Source: an optimization exercise on an open RTL-to-GDS flow (aim: small area, a short achievable clock period and few clock cycles). Production flows keep margins and buffers that such runs may drop. In this exercise RTL edits were held to simulation tests only and were not proved equivalent to the original.

==> flow/design.v (outline; a module is shown in full before it is edited, if it fits) <==
// module KeccakRound: 5447 lines
// module Encoder: 57 lines
module Encoder (clk, rst, in, start, ready, putInput, outReady, out);
  // ...
==> flow/rc.hex <==
0000000000000001
0000000000008082
800000000000808A
8000000080008000
000000000000808B
0000000080000001
8000000080008081
8000000000008009
000000000000008A
0000000000000088
0000000080008009
000000008000000A
000000008000808B
800000000000008B
8000000000008089
8000000000008003
8000000000008002
8000000000000080
000000000000800A
800000008000000A
8000000080008081
8000000000008080
0000000080000001
8000000080008008
==> flow/flow/run.sh <==
#!/bin/bash
set -euo pipefail
W=$(pwd)
F=$W/flow
EXTRA=()
if [[ -f $F/extra.txt ]]; then mapfile -t EXTRA < "$F/extra.txt"; fi

sed "s#^  log_cmd abc {\*}\$abc_args#  techmap -map $F/cells_map.v#" \
  "$FLOW_HOME/scripts/synth.tcl" > "$W/synth_mod.tcl"
grep -q "cells_map.v" "$W/synth_mod.tcl"
sed "s#source \$::env(SCRIPTS_DIR)/synth.tcl#source $W/synth_mod.tcl#" \
  "$W/synth_recipe.tcl" > "$W/my_synth.tcl"
grep -q "synth_mod.tcl" "$W/my_synth.tcl"
echo "exec python3 $F/fix.py \$::env(RESULTS_DIR)/1_2_yosys.v" >> "$W/my_synth.tcl"
sed "s#SYNTH_SCRIPT=[^ ]*#SYNTH_SCRIPT=$W/my_synth.tcl#" "$W/standard.sh" > "$W/my_standard.sh"
grep -q "my_synth.tcl" "$W/my_standard.sh"

bash "$W/my_standard.sh" "${EXTRA[@]}" synth > "$W/synth.log" 2>&1
bash "$W/my_standard.sh" "${EXTRA[@]}" finish > "$W/layout.log" 2>&1
test -s "$W/out/final.def"
==> flow/flow/cells_map.v <==
module \$_XOR_ (A, B, Y); input A, B; output Y; sky130_fd_sc_hd__xor2_1 _TECHMAP_REPLACE_ (.A(A), .B(B), .X(Y)); endmodule
module \$_XNOR_ (A, B, Y); input A, B; output Y; sky130_fd_sc_hd__xnor2_1 _TECHMAP_REPLACE_ (.A(A), .B(B), .Y(Y)); endmodule
module \$_MUX_ (A, B, S, Y); input A, B, S; output Y; sky130_fd_sc_hd__mux2_1 _TECHMAP_REPLACE_ (.A0(A), .A1(B), .S(S), .X(Y)); endmodule
module \$_ANDNOT_ (A, B, Y); input A, B; output Y; sky130_fd_sc_hd__nor2b_1 _TECHMAP_REPLACE_ (.A(B), .B_N(A), .Y(Y)); endmodule
module \$_ORNOT_ (A, B, Y); input A, B; output Y; sky130_fd_sc_hd__nand2b_1 _TECHMAP_REPLACE_ (.A_N(A), .B(B), .Y(Y)); endmodule
module \$_NAND_ (A, B, Y); input A, B; output Y; sky130_fd_sc_hd__nand2_1 _TECHMAP_REPLACE_ (.A(A), .B(B), .Y(Y)); endmodule
module \$_NOR_ (A, B, Y); input A, B; output Y; sky130_fd_sc_hd__nor2_1 _TECHMAP_REPLACE_ (.A(A), .B(B), .Y(Y)); endmodule
module \$_NOT_ (A, Y); input A; output Y; sky130_fd_sc_hd__inv_1 _TECHMAP_REPLACE_ (.A(A), .Y(Y)); endmodule
module \$_AND_ (A, B, Y); input A, B; output Y; sky130_fd_sc_hd__and2_1 _TECHMAP_REPLACE_ (.A(A), .B(B), .X(Y)); endmodule
module \$_OR_ (A, B, Y); input A, B; output Y; sky130_fd_sc_hd__or2_1 _TECHMAP_REPLACE_ (.A(A), .B(B), .X(Y)); endmodule
module \$_AOI3_ (A, B, C, Y); input A, B, C; output Y; sky130_fd_sc_hd__a21oi_1 _TECHMAP_REPLACE_ (.A1(A), .A2(B), .B1(C), .Y(Y)); endmodule
module \$_OAI3_ (A, B, C, Y); input A, B, C; output Y; sky130_fd_sc_hd__o21ai_0 _TECHMAP_REPLACE_ (.A1(A), .A2(B), .B1(C), .Y(Y)); endmodule
==> flow/flow/extra.txt <==
SETUP_SLACK_MARGIN=6.5
BUFFER_PORTS_ARGS=-buffer_cell sky130_fd_sc_hd__buf_4
==> flow/flow/fix.py <==
#!/usr/bin/env python3
"""Rewrites a mapped sky130hd netlist in place: a mux2_1 whose A1 input is the only
use of an xor2/xnor2 output becomes nor2_1 + a21oi_1, with the XOR's polarity
flipped:  S ? A1 : A0  ==  ~((S & ~A1) | ~(S | A0)).
Usage: fix.py NETLIST"""
import re
import sys
from collections import Counter

path = sys.argv[1]
text = open(path).read()
inst_re = re.compile(r"  (sky130_fd_sc_hd__\w+) (\S+) \((.*?)\n  \);\n", re.S)
pin_re = re.compile(r"\.(\w+)\(([^()]*?)\)")


def norm(n):
    return n.strip()


def emit(n):
    return n + " " if n.startswith("\\") else n


uses = Counter()
insts = []
for m in inst_re.finditer(text):
    pins = {p: norm(n) for p, n in pin_re.findall(m.group(3))}
    insts.append((m.start(), m.end(), m.group(1), m.group(2), pins))
    for p, n in pins.items():
        if p not in ("X", "Y", "Q", "Q_N", "COUT", "SUM", "HI", "LO"):
            uses[n] += 1
# nets read by assign statements or ports count as extra uses
for a in re.finditer(r"assign (.*?) = (.*?);", text):
    for n in re.findall(r"\\\S+ |[\w$]+(?:\[\d+\])?", a.group(2)):
        uses[norm(n)] += 1
outports = set()
for decl in re.finditer(r"output (?:\[(\d+):(\d+)\] )?(\S+);", text):
    outports.add(decl.group(3))

drv = {}
for k, (s, e, typ, name, pins) in enumerate(insts):
    for p in ("X", "Y"):
        if p in pins:
            drv[pins[p]] = k

new = {}
extra_wires = []
cnt = 0
for k, (s, e, typ, name, pins) in enumerate(insts):
    if typ != "sky130_fd_sc_hd__mux2_1":
        continue
    a1 = pins["A1"]
    d = drv.get(a1)
    if d is None or uses[a1] != 1 or a1.split("[")[0].strip("\\ ") in outports:
        continue
    dt = insts[d][2]
    if dt not in ("sky130_fd_sc_hd__xor2_1", "sky130_fd_sc_hd__xnor2_1") or d in new:
        continue
    dp = insts[d][4]
    if dt == "sky130_fd_sc_hd__xor2_1":
        new[d] = f"  sky130_fd_sc_hd__xnor2_1 {insts[d][3]} (\n    .A({emit(dp['A'])}),\n    .B({emit(dp['B'])}),\n    .Y({emit(dp['X'])})\n  );\n"
    else:
        new[d] = f"  sky130_fd_sc_hd__xor2_1 {insts[d][3]} (\n    .A({emit(dp['A'])}),\n    .B({emit(dp['B'])}),\n    .X({emit(dp['Y'])})\n  );\n"
    t = f"_mxn{cnt}_"
    extra_wires.append(t)
    new[k] = (f"  sky130_fd_sc_hd__nor2_1 _mxa{cnt}_ (\n    .A({emit(pins['S'])}),\n    .B({emit(pins['A0'])}),\n    .Y({t})\n  );\n"
              f"  sky130_fd_sc_hd__a21oi_1 {name} (\n    .A1({emit(pins['S'])}),\n    .A2({emit(a1)}),\n    .B1({t}),\n    .Y({emit(pins['X'])})\n  );\n")
    cnt += 1

out = []
pos = 0
for k, (s, e, typ, name, pins) in enumerate(insts):
    if k in new:
        out.append(text[pos:s])
        out.append(new[k])
        pos = e
out.append(text[pos:])
res = "".join(out)
# declare the new wires right after the module header
i = res.index(");\n", res.index("module ")) + 3
res = res[:i] + "".join(f"  wire {w};\n" for w in extra_wires) + res[i:]
open(path, "w").write(res)
print(f"fix.py: {cnt} muxes rewritten")
==> flow/standard.sh <==
#!/bin/bash
# synth_recipe.tcl (not shown) runs the flow's synth.tcl, then flattens the netlist and writes it again
# the make line also repeats each setting of config.mk as NAME=value (left out here)
make -C /OpenROAD-flow-scripts/flow DESIGN_CONFIG=/design/flow/config.mk WORK_HOME=/design/flow/orfs CLKGATE_MAP_FILE= SYNTH_SCRIPT=/design/flow/synth_recipe.tcl "${@:-finish}"
==> flow/config.mk <==
export PLATFORM = sky130hd
export DESIGN_NAME = Encoder
export DESIGN_NICKNAME = Encoder
export VERILOG_FILES = /design/flow/design.v
export SDC_FILE = /design/flow/constraint.sdc
export NUM_CORES = 4
export LEC_CHECK = 0
export CAP_MARGIN = 30
export CORE_MARGIN = 2
export CORE_UTILIZATION = 40
export SLEW_MARGIN = 30
==> flow/constraint.sdc <==
create_clock -name core_clock -period 10.0 [get_ports {clk}]
set_input_delay 2.0000 -clock core_clock [delete_from_list [all_inputs] [get_ports {clk}]]
set_output_delay 2.0000 -clock core_clock [all_outputs]
set_load 0.01 [all_outputs]
==> flow_metrics.env, run 1 <==
export IMPL_whs_path_depth=2
export IMPL_setup_worst_path_start_class="register"
export IMPL_cts_buffers=189
export IMPL_met1_usage_pct=54.28
export IMPL_grtUsageTotal_pct=49.09
export IMPL_period_needed_ns=3.757
export IMPL_r2r_slack_ns=6.24
export IMPL_worstPathBufferInverterCount=0
export IMPL_met3_length_mm=106.4
export IMPL_r2r_start="st[680]$_DFF_P_"
export IMPL_cts_resized=130
export IMPL_place_ws_ns=5.949
export IMPL_worstReg2RegEnd="st[971]$_DFF_P_"
export IMPL_fin_nets=12010
export IMPL_setup_viol=0
export IMPL_path_class="register to register"
export IMPL_cts_buffer_depth=3
export IMPL_hpwl_mm=535.2
export IMPL_drive_gt1_share_pct=10.58
export IMPL_critPathRequiredTime_ns=10.81
export IMPL_mostFrequentLayoutCells="2639 x xnor2_1, 1900 x nor2_1, 1624 x dfxtp_1"
export IMPL_met2_length_mm=234.6
export IMPL_status="complete, no violations"
export IMPL_fin_util_pct=48.09
export IMPL_tap_cell_count=3220
export IMPL_final_clkbuf_count=290
export IMPL_drt_iter0_drc=16140
export IMPL_regMostFlops="st"
export IMPL_grt_ovfl_total=0
Testbench counts, summed over its fixed seeds: cycles 1,980.
==> run 2: changes to the inputs <==
==> flow/flow/extra.txt (replaced) <==
SETUP_SLACK_MARGIN=6.5
BUFFER_PORTS_ARGS=-buffer_cell sky130_fd_sc_hd__buf_4
MATCH_CELL_FOOTPRINT=0
==> run 2 against run 1 <==
  * Utilization unchanged
  * Largest cell class unchanged
  * Final cell count unchanged
  * Global-route usage stayed put
  * First-iteration DRC count unchanged
  * Cell area is the same
  * Die area unchanged
  * Clock skew unchanged
  * Still clean on timing, DRC and antenna
  * Worst setup slack did not move
  * Area after synthesis is the same
==> flow_metrics.env, run 2 <==
export IMPL_status="complete, no violations"
export IMPL_rows=182
export IMPL_drtPass1Iterations=7
export IMPL_setup_worst_path_start_class="register"
export IMPL_path_class="register to register"
export IMPL_hold_ws_ns=0.5087
export IMPL_met2_length_mm=234.6
export IMPL_cts_num_sinks=1642
export IMPL_io_pins=56
export IMPL_htreeDepth=4
export IMPL_insertion_delay_ns=0.92
export IMPL_vias_per_cell=5.879
export IMPL_grt_pass1_wl_mm=805.1
export IMPL_tns_ns=0
export IMPL_finalClockSkew_ns=0.05742
export IMPL_fp_coreArea_um2=245900
export IMPL_fin_crit_sh_pct=37.57
export IMPL_tightest_slew_ns=1.315
export IMPL_setup_viol=0
export IMPL_drive_gt1_share_pct=10.58
export IMPL_endpoint_kind="register"
export IMPL_critPathRequiredTime_ns=10.81
export IMPL_drt_iter0_drc=16140
export IMPL_clk_pin_slew_worst_paths_ns=0.07
export IMPL_met3_length_mm=106.4
export IMPL_synth_nets=11450
export IMPL_min_path_type="register to register"
export IMPL_top_regs="st x1600, outR x25, lc x7"
export IMPL_relSlewSlack_pct=11.73
export IMPL_cts_buffers=189
export IMPL_synth_area_um2=98990
export IMPL_fin_nets=12010
export IMPL_top_layer_used="met5"
export IMPL_vias=90420
export IMPL_hpwl_mm=535.2
export IMPL_area_growth_syn_to_layout_pct=19.47
export IMPL_grt_max_degree=249
export IMPL_totalWireLength_mm=637.0
export IMPL_wire_per_inst_um=41.42
export IMPL_die_area_um2=251500
export IMPL_die_x_um=501.5
export IMPL_max_cap_violations=0
export IMPL_slew_viol_final=0
export IMPL_hold_violations=0
export IMPL_cts_tree="done"
export IMPL_cp_max_fo=5
export IMPL_yosysWarnings=1
export IMPL_gp_congestion=1.253
export IMPL_cts_hold_fix_buffers=0
export IMPL_layout_commonest_cell="xnor2_1"
export IMPL_port_buffers=55
export IMPL_die_h_um=501.5
export IMPL_cts_buffer_depth=3
export IMPL_wl_met1_mm=213.3
export IMPL_largest_reg_flops=1600
export IMPL_rsz0062_at_grt="yes"
export IMPL_grt_ovfl_total=0
export IMPL_grt_pass1_vias=81400
export IMPL_initial_core_util_pct=40.25
export IMPL_timing_fmax_ghz=0.2662
export IMPL_regMostFlops="st"
export IMPL_syn_area_per_cell_um2=8.677
export IMPL_mostFrequentLayoutCells="2639 x xnor2_1, 1900 x nor2_1, 1624 x dfxtp_1"
export IMPL_worstPathArrival_ns=4.57
export IMPL_syn_inst=11410
export IMPL_drc=0
export IMPL_ctsRootBufferMaster="clkbuf_16"
export IMPL_period_needed_ns=3.757
export IMPL_detail_route_antenna_nets=0
export IMPL_antenna_found_initial=38
export IMPL_fin_util_pct=48.09
export IMPL_grtUsageTotal_pct=49.09
-- run 2: timing repair --
action / CTS / global route
endpoints found under the hold margin: 0 / 0
pin swaps: 2 / 4
gates cloned: 0 / 0
gates resized for setup: 130 / 149
setup buffers: 1 / 3
setup endpoints to repair: 343 / 283
-- run 2: critical path: stages (launching register included) --
cell and delay, ns:
dfxtp_1 0.52, xor2_1 0.20, xor2_1 0.19, xor2_1 0.66, xor2_2 0.38, xnor2_1 1.03
nand2b_1 0.22, xnor2_1 0.12, a21oi_1 0.31
-- run 2: stage by stage --
| step | worst slack, ns | std cells | area [um2] |
|---|---|---|---|
| final | 6.243 | 15380 | 118300 |
| after global routing | 6.379 | 15350 | 118200 |
| after CTS | 6.369 | 15340 | 116100 |
| after detailed placement | 5.949 | 15000 | 108600 |
| after global placement | 5.930 | 14990 | 106800 |
| after floorplan | -12.51 | 11410 | 99010 |
-- run 2: final timing paths --
check                                      from             endpoint  slack [ns]  cells after the start
worst max register to register  st[680]$_DFF_P_      st[971]$_DFF_P_        6.24                      8
worst min register to register  st[816]$_DFF_P_      st[791]$_DFF_P_        0.51                      2
min in group asynchronous                   rst  outReadyR$_DFF_PP0_        1.21                      2
max in group asynchronous                   rst       comp$_DFF_PP0_        8.30                      2
worst min-delay path            st[816]$_DFF_P_      st[791]$_DFF_P_        0.51                      2
worst max-delay path            st[680]$_DFF_P_      st[971]$_DFF_P_        6.24                      8
-- run 2: area by class of cell --
type,count,area [um2]
Fill cell,23820,127700
Multi-Input combinational cell,9748,71620
Sequential cell,1642,32960
Clock buffer,290,5818
Tap cell,3220,4029
Timing Repair Buffer,373,3069
Clock inverter,57,615.6
Antenna cell,32,80.08
Inverter,19,71.32
-- run 2: routing by layer --
metal  track usage [%]  vias to the layer above
met3             27.31                     2102
met2             63.98                     7381
met5             3.975                        -
met1             54.28                    43690
li1                  -                    37220
met4             48.84                       32
==> run 3: changes to the inputs <==
--- a/flow/config.mk
+++ b/flow/config.mk
@@ -7,5 +7,5 @@
 export LEC_CHECK = 0
-export CAP_MARGIN = 30
+export CAP_MARGIN = 40
 export CORE_MARGIN = 2
 export CORE_UTILIZATION = 40
-export SLEW_MARGIN = 30
+export SLEW_MARGIN = 40
==> run 3 against run 2 <==
  * Non-clock buffer count rose by 11
  * Routed wire length rose by 0.16%
  * Count of clock-buffer cells in the layout did not move
  * Cell area rose by 1.7%
  * Clock skew fell by 0.0076 ns
  * Maximum frequency fell by 3.1%
  * Register-to-register slack got worse by 0.12 ns
  * Global-route usage rose by 0.28 points
  * Via count rose by 0.34%
  * Critical path type unchanged
  * Critical endpoint is now st[172]$_DFF_P_
==> flow_metrics.env, run 3 <==
export IMPL_finalNonFillerCells=15380
export IMPL_die_h_um=501.5
export IMPL_vias_per_cell=5.898
export IMPL_cp_max_fo=5
export IMPL_antenna_found_initial=47
export IMPL_max_cap_violations=0
export IMPL_path_class="register to register"
export IMPL_min_path_type="register to register"
export IMPL_largest_reg_flops=1600
export IMPL_dp_cells=15000
export IMPL_worstPathArrival_ns=4.62
export IMPL_yosysWarnings=1
export IMPL_slowest_stage="xnor2_2"
export IMPL_crit_chain="xor2_1 > xnor2_1 > xor2_2 > xnor2_4 > xnor2_2 > nand2_1 > xnor2_2 > a21oi_1"
export IMPL_drc=0
export IMPL_grt_pass1_wl_mm=808.1
export IMPL_grt_max_degree=213
export IMPL_vias=90730
export IMPL_tightest_slew_ns=1.064
export IMPL_synth_nets=11450
export IMPL_finalClockSkew_ns=0.04978
export IMPL_critPathRequiredTime_ns=10.74
export IMPL_tns_ns=0
export IMPL_worstPathBufferInverterCount=0
export IMPL_gp_congestion=1.253
export IMPL_wire_per_inst_um=41.48
export IMPL_grt_pass1_vias=81590
export IMPL_setup_viol=0
export IMPL_cp_startpoint="st[1480]$_DFF_P_"
export IMPL_detail_route_antenna_nets=0
export IMPL_r2r_slack_ns=6.12
export IMPL_rsz0062_at_grt="yes"
export IMPL_cts_buffer_depth=3
export IMPL_timing_fmax_ghz=0.2580
export IMPL_critPathMaxStageDelay_ns=0.71
export IMPL_ctsRootBufferMaster="clkbuf_16"
export IMPL_totalWireLength_mm=638.1
export IMPL_cp_common_cell="xnor2_2"
export IMPL_cts_tree="done"
export IMPL_drtPass1Iterations=8
export IMPL_io_pins=56
export IMPL_ff2ff_path_depth=8
export IMPL_syn_inst=11410
export IMPL_clk_pin_slew_worst_paths_ns=0.07
export IMPL_fin_nets=12020
export IMPL_hpwl_mm=536.1
export IMPL_nFillCells=23710
export IMPL_relSlewSlack_pct=28.81
export IMPL_rows=182
export IMPL_status="complete, no violations"
export IMPL_holdCritStartpoint="st[909]$_DFF_P_"
export IMPL_setup_worst_path_start_class="register"
export IMPL_die_area_um2=251500
export IMPL_r2r_start="st[1480]$_DFF_P_"
export IMPL_cts_buffers=190
export IMPL_fin_crit_sh_pct=38.77
export IMPL_htreeDepth=4
export IMPL_initial_core_util_pct=40.25
export IMPL_slew_viol_final=0
export IMPL_setup_worst_path_end="st[172]$_DFF_P_"
export IMPL_die_x_um=501.5
export IMPL_worstReg2RegEnd="st[172]$_DFF_P_"
export IMPL_cpLargestDelayFamily="XOR/XNOR gates"
export IMPL_grtUsageTotal_pct=49.37
export IMPL_drt_iter0_drc=16710
export IMPL_syn_area_per_cell_um2=8.677
export IMPL_cp_depth=8
export IMPL_fp_coreArea_um2=245900
export IMPL_period_needed_ns=3.877
export IMPL_regMostFlops="st"
export IMPL_mostFrequentLayoutCells="2551 x xnor2_1, 1900 x nor2_1, 1624 x dfxtp_1"
export IMPL_hold_violations=0
export IMPL_top_regs="st x1600, outR x25, lc x7"
export IMPL_insertion_delay_ns=0.93
export IMPL_drive_gt1_share_pct=11.95
export IMPL_layout_commonest_cell="xnor2_1"
export IMPL_endpoint_kind="register"
export IMPL_grt_ovfl_total=0
export IMPL_area_growth_syn_to_layout_pct=21.52
export IMPL_port_buffers=55
export IMPL_cts_num_sinks=1642
export IMPL_fin_util_pct=48.92
export IMPL_hold_ws_ns=0.4961
export IMPL_synth_area_um2=98990
==> run 3: metrics by stage <==
step           setup WS, ns  instance area (um2)
2_1_floorplan        -12.51                99010
3_3_place_gp          5.930               106800
3_5_place_dp          6.172               111500
4_1_cts               6.409               118500
5_1_grt               6.426               120300
6_report              6.123               120300
==> run 3: worst min path at each step <==
stage | endpoint | slack (ns) | depth (start not counted)
after floorplan | st[169]$_DFF_P_ | 0.45 | 2
after detailed placement | st[509]$_DFF_P_ | 0.50 | 2
after CTS | st[884]$_DFF_P_ | 0.50 | 2
after global placement | st[1565]$_DFF_P_ | 0.50 | 2
after global routing | st[884]$_DFF_P_ | 0.53 | 2
final | st[884]$_DFF_P_ | 0.50 | 2
==> run 3: routing by layer <==
metal | track usage (%) | part of all wire [%] | vias up
met3 | 27.56 | 17 | 2135
met2 | 64.22 | 37 | 7617
met5 | 3.203 | 0.18 | -
met4 | 48.73 | 13 | 36
met1 | 54.88 | 33 | 43730
li1 | - | - | 37210
==> run 3: final cells by class <==
| type | count | area (um2) | share of cell area (%) |
|---|---|---|---|
| Clock inverter | 63 | 787.0 | 0.6542 |
| Timing Repair Buffer | 384 | 3342 | 2.778 |
| Tap cell | 3220 | 4029 | 3.349 |
| Antenna cell | 18 | 45.04 | 0.03744 |
| Inverter | 19 | 71.32 | 0.05928 |
| Multi-Input combinational cell | 9748 | 73310 | 60.94 |
| Sequential cell | 1642 | 32960 | 27.40 |
| Clock buffer | 290 | 5757 | 4.785 |
==> run 3: what timing repair did <==
action                                  CTS  global route
hold buffers                              0             0
pin swaps                                 1             3
setup buffers                             0             4
endpoints found under the setup margin  102            92
cloned                                    0             1
resized for setup                        58            59
==> run 3: worst min-delay path, delay by kind of cell, from the launching register on <==
| family | cells | cell delay (ns) |
|---|---|---|
| DFF | 1 | 0.35 |
| and+or+nand+nor | 1 | 0.10 |
| AOI/OAI and AO/OA | 1 | 0.04 |
==> run 4: changes to the inputs <==
--- a/flow/config.mk
+++ b/flow/config.mk
@@ -7,5 +7,7 @@
 export LEC_CHECK = 0
-export CAP_MARGIN = 40
+export CAP_MARGIN = 30
 export CORE_MARGIN = 2
 export CORE_UTILIZATION = 40
-export SLEW_MARGIN = 40
+export CTS_CLUSTER_DIAMETER = 80
+export CTS_CLUSTER_SIZE = 24
+export SLEW_MARGIN = 30
==> run 4 against run 3 <==
  * Die area is the same
  * Area after synthesis is the same
  * Non-clock buffer count shrank 8
  * Critical path type unchanged
==> flow_metrics.env, run 4 <==
export IMPL_status="complete, no violations"
export IMPL_cts_tree="done"
export IMPL_io_pins=56
export IMPL_tightest_slew_ns=1.216
export IMPL_fin_crit_sh_pct=38.43
export IMPL_slew_viol_final=0
export IMPL_rsz0062_at_grt="yes"
export IMPL_nFillCells=24060
export IMPL_synth_area_um2=98990
export IMPL_gp_congestion=1.253
export IMPL_antenna_found_initial=48
export IMPL_grt_max_degree=249
export IMPL_die_area_um2=251500
export IMPL_clk_pin_slew_worst_paths_ns=0.10
export IMPL_drive_gt1_share_pct=9.914
export IMPL_hold_violations=0
export IMPL_grt_ovfl_total=0
export IMPL_slowest_stage="dfxtp_1"
export IMPL_max_cap_violations=0
export IMPL_critPathRequiredTime_ns=10.69
export IMPL_timing_fmax_ghz=0.2602
export IMPL_cts_hold_fix_buffers=0
export IMPL_fin_nets=11940
export IMPL_cp_max_fo=5
export IMPL_syn_inst=11410
export IMPL_regMostFlops="st"
export IMPL_drtPass1Iterations=14
export IMPL_cts_num_sinks=1642
export IMPL_area_growth_syn_to_layout_pct=17.28
export IMPL_hpwl_mm=535.2
export IMPL_critPathMaxStageDelay_ns=0.72
export IMPL_gr_usage_met2_pct=63.45
export IMPL_whs_path_depth=2
export IMPL_setup_viol=0
export IMPL_port_buffers=55
export IMPL_top_regs="st x1600, outR x25, lc x7"
export IMPL_syn_area_per_cell_um2=8.677
export IMPL_r2r_slack_ns=6.16
export IMPL_fp_coreArea_um2=245900
export IMPL_setup_worst_path_start_class="register"
export IMPL_endpoint_kind="register"
export IMPL_die_h_um=501.5
export IMPL_busiest_layer="met2"
export IMPL_met1_usage_pct=54.33
export IMPL_vias_per_cell=5.894
export IMPL_drt_iter0_drc=16500
export IMPL_grtUsageTotal_pct=48.70
export IMPL_crit_chain="xnor2_1 > xor2_1 > xor2_1 > xor2_2 > xor2_4 > nand2b_1 > xnor2_1 > a21oi_1"
export IMPL_yosysWarnings=1
export IMPL_worstReg2RegEnd="st[1148]$_DFF_P_"
export IMPL_initial_core_util_pct=40.25
export IMPL_met3_usage_pct=26.52
export IMPL_insertion_delay_ns=0.87
export IMPL_cts_buffer_depth=3
export IMPL_cts_buffers=117
export IMPL_mostFrequentLayoutCells="2637 x xnor2_1, 1900 x nor2_1, 1624 x dfxtp_1"
export IMPL_die_x_um=501.5
export IMPL_largest_reg_flops=1600
export IMPL_worstPathArrival_ns=4.53
export IMPL_htreeDepth=3
export IMPL_synth_nets=11450
export IMPL_relSlewSlack_pct=18.36
export IMPL_ctsRootBufferMaster="clkbuf_16"
export IMPL_ff2ff_path_depth=8
export IMPL_grt_pass1_vias=80360
export IMPL_path_class="register to register"
export IMPL_min_to="st[642]$_DFF_P_"
export IMPL_grt_pass1_wl_mm=799.2
export IMPL_layout_commonest_cell="xnor2_1"
export IMPL_drc=0
export IMPL_min_path_type="register to register"
export IMPL_holdCritStartpoint="st[667]$_DFF_P_"
export IMPL_detail_route_antenna_nets=0
export IMPL_vias=90040
export IMPL_rows=182
export IMPL_hold_ws_ns=0.5146
export IMPL_r2r_start="st[447]$_DFF_P_"
export IMPL_totalWireLength_mm=632.5
export IMPL_period_needed_ns=3.843
export IMPL_wire_per_inst_um=41.40
export IMPL_finalClockSkew_ns=0.06452
[run 4: repair_timing]
action	4_1_cts	5_1_grt
pin swaps	2	8
endpoints found under the setup margin	355	274
setup buffers	2	5
gates resized for setup	141	149
hold endpoints to repair	0	0
[run 4: critical path, delay by kind of cell, from the launching register on]
| kind | cells | cell delay (ns) |
|---|---|---|
| AND/OR/NAND/NOR | 1 | 0.14 |
| flip-flops | 1 | 0.72 |
| XOR/XNOR | 6 | 2.54 |
| AO/OA/AOI/OAI | 1 | 0.21 |
[run 4: how the worst max path moves through the flow]
stage,cells after the start,end,start
2_1_floorplan,2,outR[0]$_DFF_P_,comp$_DFF_PP0_
3_3_place_gp,8,st[697]$_DFF_P_,st[420]$_DFF_P_
3_5_place_dp,8,st[172]$_DFF_P_,st[1480]$_DFF_P_
4_1_cts,8,st[1220]$_DFF_P_,st[836]$_DFF_P_
5_1_grt,8,st[1547]$_DFF_P_,st[621]$_DFF_P_
6_report,8,st[1148]$_DFF_P_,st[447]$_DFF_P_
[run 4: stage by stage]
step | TNS, ns | setup WS (ns) | instances | util, % | cell area (um2)
final | 0 | 6.157 | 15280 | 47.21 | 116100
after global routing | 0 | 6.219 | 15240 | 47.17 | 116000
after CTS | 0 | 6.307 | 15220 | 46.30 | 113900
after detailed placement | 0 | 5.949 | 15000 | 44.17 | 108600
after global placement | 0 | 5.930 | 14990 | 43.41 | 106800
after floorplan | -9901.17 | -12.51 | 11410 | - | 99010
[run 4: final cells by class]
cell class,instances,area (um2),share of cell area (%)
multi-input cells,9748,71690,61.74
clock inverters,85,1021,0.8794
diodes,54,135.1,0.1164
flip-flops and latches,1642,32960,28.39
inverters,19,71.32,0.06143
clock buffers,133,3092,2.663
well taps,3220,4029,3.470
repair buffers,376,3108,2.677
[run 4: per-layer routing]
layer	share of wire (%)	routed length (um)	vias to the layer above
met3	17	105200	2079
met5	0.21	1339	-
met4	13	82660	24
met2	37	231000	7396
li1	-	-	37110
met1	34	212300	43430
==> run 5: changes to the inputs <==
==> flow/flow/extra.txt (replaced) <==
SETUP_SLACK_MARGIN=6.7
BUFFER_PORTS_ARGS=-buffer_cell sky130_fd_sc_hd__buf_4
MATCH_CELL_FOOTPRINT=0
==> run 5 against run 4 <==
  * Worst setup slack gained 0.20 ns
  * Count of clock-buffer cells in the layout unchanged
  * First-iteration DRC count fell by 3.0%
  * Routed wire length is 0.63% higher
  * Area after synthesis did not move
  * Register-to-register slack improved by 0.20 ns
==> flow_metrics.env, run 5 <==
export IMPL_yosysWarnings=1
export IMPL_path_class="register to register"
export IMPL_insertion_delay_ns=0.88
export IMPL_cpLargestDelayFamily="XOR/XNOR gates"
export IMPL_fin_crit_sh_pct=36.40
export IMPL_endpoint_kind="register"
export IMPL_worstPathBufferInverterCount=0
export IMPL_tns_ns=0
export IMPL_cp_common_cell="xor2_1"
export IMPL_drc=0
export IMPL_drt_iter0_drc=16000
export IMPL_totalWireLength_mm=636.5
export IMPL_fp_coreArea_um2=245900
export IMPL_setup_viol=0
export IMPL_min_path_type="register to register"
export IMPL_dp_cells=15000
export IMPL_io_pins=56
export IMPL_die_h_um=501.5
export IMPL_timing_final_ws_setup_ns=6.360
export IMPL_antenna_found_initial=41
export IMPL_htreeDepth=3
export IMPL_critPathMaxStageDelay_ns=0.69
export IMPL_finalClockSkew_ns=0.07206
export IMPL_status="complete, no violations"
export IMPL_cts_buffers=117
export IMPL_worstPathArrival_ns=4.36
export IMPL_grt_pass1_wl_mm=803.8
export IMPL_layout_commonest_cell="xnor2_1"
export IMPL_area_growth_syn_to_layout_pct=21.55
export IMPL_port_buffers=55
export IMPL_period_needed_ns=3.640
export IMPL_slew_viol_final=0
export IMPL_place_area_um2=108600
export IMPL_hold_violations=0
export IMPL_top_regs="st x1600, outR x25, lc x7"
export IMPL_drtPass1Iterations=9
export IMPL_fin_nets=11970
export IMPL_relSlewSlack_pct=17.51
export IMPL_die_area_um2=251500
export IMPL_die_x_um=501.5
export IMPL_synth_area_um2=98990
export IMPL_cts_hold_fix_buffers=0
export IMPL_synth_nets=11450
export IMPL_setup_worst_path_start_class="register"
export IMPL_cts_buffer_depth=3
export IMPL_cts_tree="done"
export IMPL_grt_max_degree=249
export IMPL_vias=90660
export IMPL_regMostFlops="st"
export IMPL_wire_per_inst_um=41.60
export IMPL_max_cap_violations=0
export IMPL_hpwl_mm=535.2
export IMPL_cts_num_sinks=1642
export IMPL_initial_core_util_pct=40.25
export IMPL_crit_chain="xor2_1 > xor2_1 > xor2_1 > xor2_1 > xor2_2 > nor2_1 > xnor2_1 > a21oi_1"
export IMPL_tightest_slew_ns=1.228
export IMPL_detail_route_antenna_nets=0
export IMPL_finalNonFillerCells=15300
export IMPL_drive_gt1_share_pct=12.71
export IMPL_rsz0062_at_grt="yes"
export IMPL_syn_area_per_cell_um2=8.677
export IMPL_largest_reg_flops=1600
export IMPL_timing_fmax_ghz=0.2748
export IMPL_ctsRootBufferMaster="clkbuf_16"
export IMPL_critPathRequiredTime_ns=10.72
export IMPL_place_ws_ns=5.949
export IMPL_fin_area_um2=120300
export IMPL_mostFrequentLayoutCells="2551 x xnor2_1, 1900 x nor2_1, 1608 x dfxtp_1"
export IMPL_vias_per_cell=5.926
export IMPL_clk_pin_slew_worst_paths_ns=0.10
export IMPL_grtUsageTotal_pct=48.97
export IMPL_gp_congestion=1.253
export IMPL_rows=182
export IMPL_cp_max_fo=5
export IMPL_slowest_stage="xnor2_1"
export IMPL_grt_ovfl_total=0
export IMPL_syn_inst=11410
export IMPL_grt_pass1_vias=80700
## run 5: changes by cell type in the layout (fill, tap and decap cells not counted), sizes merged
cell	previous run	this run
buf	376	400
clkbuf	133	134
diode	54	52
## run 5: what timing repair did
item	CTS	global route
endpoints found under the setup margin	773	651
pin swaps	8	34
gates cloned	0	1
gates resized for setup	439	366
buffers inserted	11	20
## run 5: layout make-up
cell class	count	area [um2]
clock inverters	85	1021
diodes	52	130.1
inverters	19	71.32
repair buffers	401	3642
flip-flops and latches	1642	32980
clock buffers	133	3092
well taps	3220	4029
multi-input cells	9748	75360
fillers	23520	125600
## run 5: final timing paths
| path | startpoint | end | slack [ns] | cells after the start |
|---|---|---|---|---|
| setup / recovery | st[1030]$_DFF_P_ | st[845]$_DFF_P_ | 6.36 | 8 |
| hold / removal | st[896]$_DFF_P_ | st[871]$_DFF_P_ | 0.51 | 2 |
| setup reg to reg | st[1030]$_DFF_P_ | st[845]$_DFF_P_ | 6.36 | 8 |
| hold reg to reg | st[896]$_DFF_P_ | st[871]$_DFF_P_ | 0.51 | 2 |
| max in group asynchronous | rst | comp$_DFF_PP0_ | 8.28 | 2 |
| min in group asynchronous | rst | outReadyR$_DFF_PP0_ | 1.23 | 2 |
## run 5: worst reg2reg max path: cells and delay by family (launching register included)
family,cells,cell delay (ns)
xor gates and xnor gates,6,2.60
AOI/OAI and AO/OA,1,0.16
and+or+nand+nor,1,0.13
DFF,1,0.59
## run 5: layer usage
metal / up-vias / global-route usage [%] / part of all wire, %
li1: 36960 / - / -
met1: 44040 / 54.61 / 33
met2: 7485 / 63.73 / 37
met3: 2152 / 26.97 / 17
met4: 24 / 48.81 / 13
met5: - / 1.351 / 0.095
## run 5: per-stage QoR
| step | utilization (%) | hold slack (ns) |
|---|---|---|
| 2_1_floorplan | - | 0.4506 |
| 3_3_place_gp | 43.41 | 0.4983 |
| 3_5_place_dp | 44.17 | 0.5006 |
| 4_1_cts | 47.24 | 0.5168 |
| 5_1_grt | 48.88 | 0.5356 |
| 6_report | 48.93 | 0.5144 |
==> run 6: changes to the inputs <==
==> flow/flow/extra.txt (replaced) <==
BUFFER_PORTS_ARGS=-buffer_cell sky130_fd_sc_hd__buf_4
--- a/flow/config.mk
+++ b/flow/config.mk
@@ -10,4 +10,2 @@
 export CORE_UTILIZATION = 40
-export CTS_CLUSTER_DIAMETER = 80
-export CTS_CLUSTER_SIZE = 24
 export SLEW_MARGIN = 30
==> run 6 against run 5 <==
  * Flip-flop and latch count stayed put
  * Count of clock-buffer cells in the layout rose by 157
  * Worst hold slack barely moved
  * Still clean on timing, DRC and antenna
  * Critical path depth did not move
  * Via count decreased by 0.16%
==> flow_metrics.env, run 6 <==
export IMPL_status="complete, no violations"
export IMPL_top_regs="st x1600, outR x25, lc x7"
export IMPL_hpwl_mm=535.2
export IMPL_drive_gt1_share_pct=8.880
export IMPL_finalNonFillerCells=15380
export IMPL_grt_ovfl_total=0
export IMPL_max_cap_violations=0
export IMPL_syn_area_per_cell_um2=8.677
export IMPL_syn_inst=11410
export IMPL_cts_resized=0
export IMPL_endpoint_kind="register"
export IMPL_grt_pass1_wl_mm=804.5
export IMPL_met3_usage_pct=27.21
export IMPL_place_ws_ns=5.949
export IMPL_initial_core_util_pct=40.25
export IMPL_gr_usage_met2_pct=64.21
export IMPL_layout_commonest_cell="xnor2_1"
export IMPL_die_h_um=501.5
export IMPL_synth_area_um2=98990
export IMPL_rsz0062_at_grt="no"
export IMPL_relSlewSlack_pct=13.49
export IMPL_insertion_delay_ns=0.92
export IMPL_slew_viol_final=0
export IMPL_rows=182
export IMPL_vias=90520
export IMPL_setup_worst_path_start_class="register"
export IMPL_area_growth_syn_to_layout_pct=17.56
export IMPL_min_path_type="register to register"
export IMPL_cp_max_fo=5
export IMPL_mostFrequentLayoutCells="2684 x xnor2_1, 1900 x nor2_1, 1747 x xor2_1"
export IMPL_r2r_slack_ns=5.28
export IMPL_detail_route_antenna_nets=0
export IMPL_cts_num_sinks=1642
export IMPL_htreeDepth=4
export IMPL_port_buffers=55
export IMPL_drc=0
export IMPL_largest_reg_flops=1600
export IMPL_busiest_layer="met2"
export IMPL_timing_final_ws_setup_ns=5.279
export IMPL_vias_per_cell=5.885
export IMPL_antenna_found_initial=48
export IMPL_met1_usage_pct=54.41
export IMPL_ctsRootBufferMaster="clkbuf_16"
export IMPL_nFillCells=24070
export IMPL_cts_tree="done"
export IMPL_timing_fmax_ghz=0.2118
export IMPL_grt_max_degree=249
export IMPL_hold_violations=0
export IMPL_setup_viol=0
export IMPL_yosysWarnings=1
export IMPL_cts_hold_fix_buffers=0
export IMPL_critPathRequiredTime_ns=10.74
export IMPL_gp_congestion=1.253
export IMPL_cts_buffers=189
export IMPL_totalWireLength_mm=635.4
export IMPL_clk_pin_slew_worst_paths_ns=0.06
export IMPL_path_class="register to register"
export IMPL_postCtsSetupBuffers=0
export IMPL_dp_cells=15000
export IMPL_die_area_um2=251500
export IMPL_grt_pass1_vias=81320
export IMPL_drtPass1Iterations=8
export IMPL_grtUsageTotal_pct=49.05
export IMPL_wire_per_inst_um=41.31
export IMPL_fin_crit_sh_pct=47.21
export IMPL_tightest_slew_ns=1.298
export IMPL_synth_nets=11450
export IMPL_regMostFlops="st"
export IMPL_fin_nets=12010
export IMPL_drt_iter0_drc=16580
export IMPL_io_pins=56
export IMPL_fp_coreArea_um2=245900
export IMPL_worstPathArrival_ns=5.46
export IMPL_period_needed_ns=4.721
export IMPL_die_x_um=501.5
export IMPL_finalClockSkew_ns=0.05479
export IMPL_cts_buffer_depth=3
-- run 6: critical path, cell delays in order, from the launching register on --
cell	delay [ns]
dfxtp_1	0.57
xor2_1	0.22
xnor2_1	0.16
xor2_1	1.01
xnor2_2	0.56
xnor2_1	0.81
nand2_1	0.18
xnor2_1	0.78
a21oi_1	0.24
-- run 6: cell type report --
class	instances	area (um2)	area share, %
repair buffers	373	3057	2.626
multi-input cells	9748	69750	59.93
clock inverters	57	615.6	0.5289
diodes	31	77.57	0.06665
inverters	19	71.32	0.06128
well taps	3220	4029	3.462
clock buffers	290	5818	4.999
flip-flops and latches	1642	32960	28.32
-- run 6: final timing paths --
path | from | endpoint | cells past startpoint
setup / recovery | st[1480]$_DFF_P_ | st[172]$_DFF_P_ | 8
setup reg to reg | st[1480]$_DFF_P_ | st[172]$_DFF_P_ | 8
hold / removal | st[816]$_DFF_P_ | st[791]$_DFF_P_ | 2
hold reg to reg | st[816]$_DFF_P_ | st[791]$_DFF_P_ | 2
min in group asynchronous | rst | outReadyR$_DFF_PP0_ | 2
max in group asynchronous | rst | comp$_DFF_PP0_ | 2
-- run 6: per-stage QoR --
step,hold slack [ns],instance area [um2],TNS (ns),util [%]
final,0.5143,116400,0,47.32
after global routing,0.5331,116300,0,47.30
after CTS,0.5048,115100,0,46.78
after detailed placement,0.5006,108600,0,44.17
after global placement,0.4983,106800,0,43.41
after floorplan,0.4506,99010,-9901.17,-
-- run 6: metal layers --
layer | vias to the layer above | share of wire (%)
li1 | 37330 | -
met1 | 43790 | 34
met2 | 7309 | 37
met3 | 2060 | 17
met4 | 32 | 13
met5 | - | 0.26

-- port drivers added, routing unchanged --
Ports are ideal in the flow. The routed layouts listed here were re-timed in OpenROAD. Step 1, drivers: a clkbuf_16 drives clk and a buf_2 each remaining input, both assumed. Step 2 times the ports against the registers' clock, not the clock port: input delays grow and output delays shrink by t, the midpoint of the rising clock arrivals with the driver on. a / b / c = no drivers / after step 1 / after step 2; a / b = the first two.
run | t (ns) | slack for setup (ns) | slew at the worst register clock pin (ns) | cell pins on the clock port's net
run 1 | 0.997 | 6.243 / 6.243 / 6.243 | 0.07 / 0.07 | 1
run 2 | 0.997 | 6.243 / 6.243 / 6.243 | 0.07 / 0.07 | 1
run 3 | 1.009 | 6.123 / 6.123 / 6.123 | 0.07 / 0.07 | 1
run 4 | 0.940 | 6.157 / 6.157 / 6.157 | 0.11 / 0.11 | 1
run 5 | 0.948 | 6.360 / 6.360 / 6.360 | 0.11 / 0.11 | 1
run 6 | 0.992 | 5.279 / 5.279 / 5.279 | 0.07 / 0.07 | 1
After both steps every run listed still meets setup and hold.
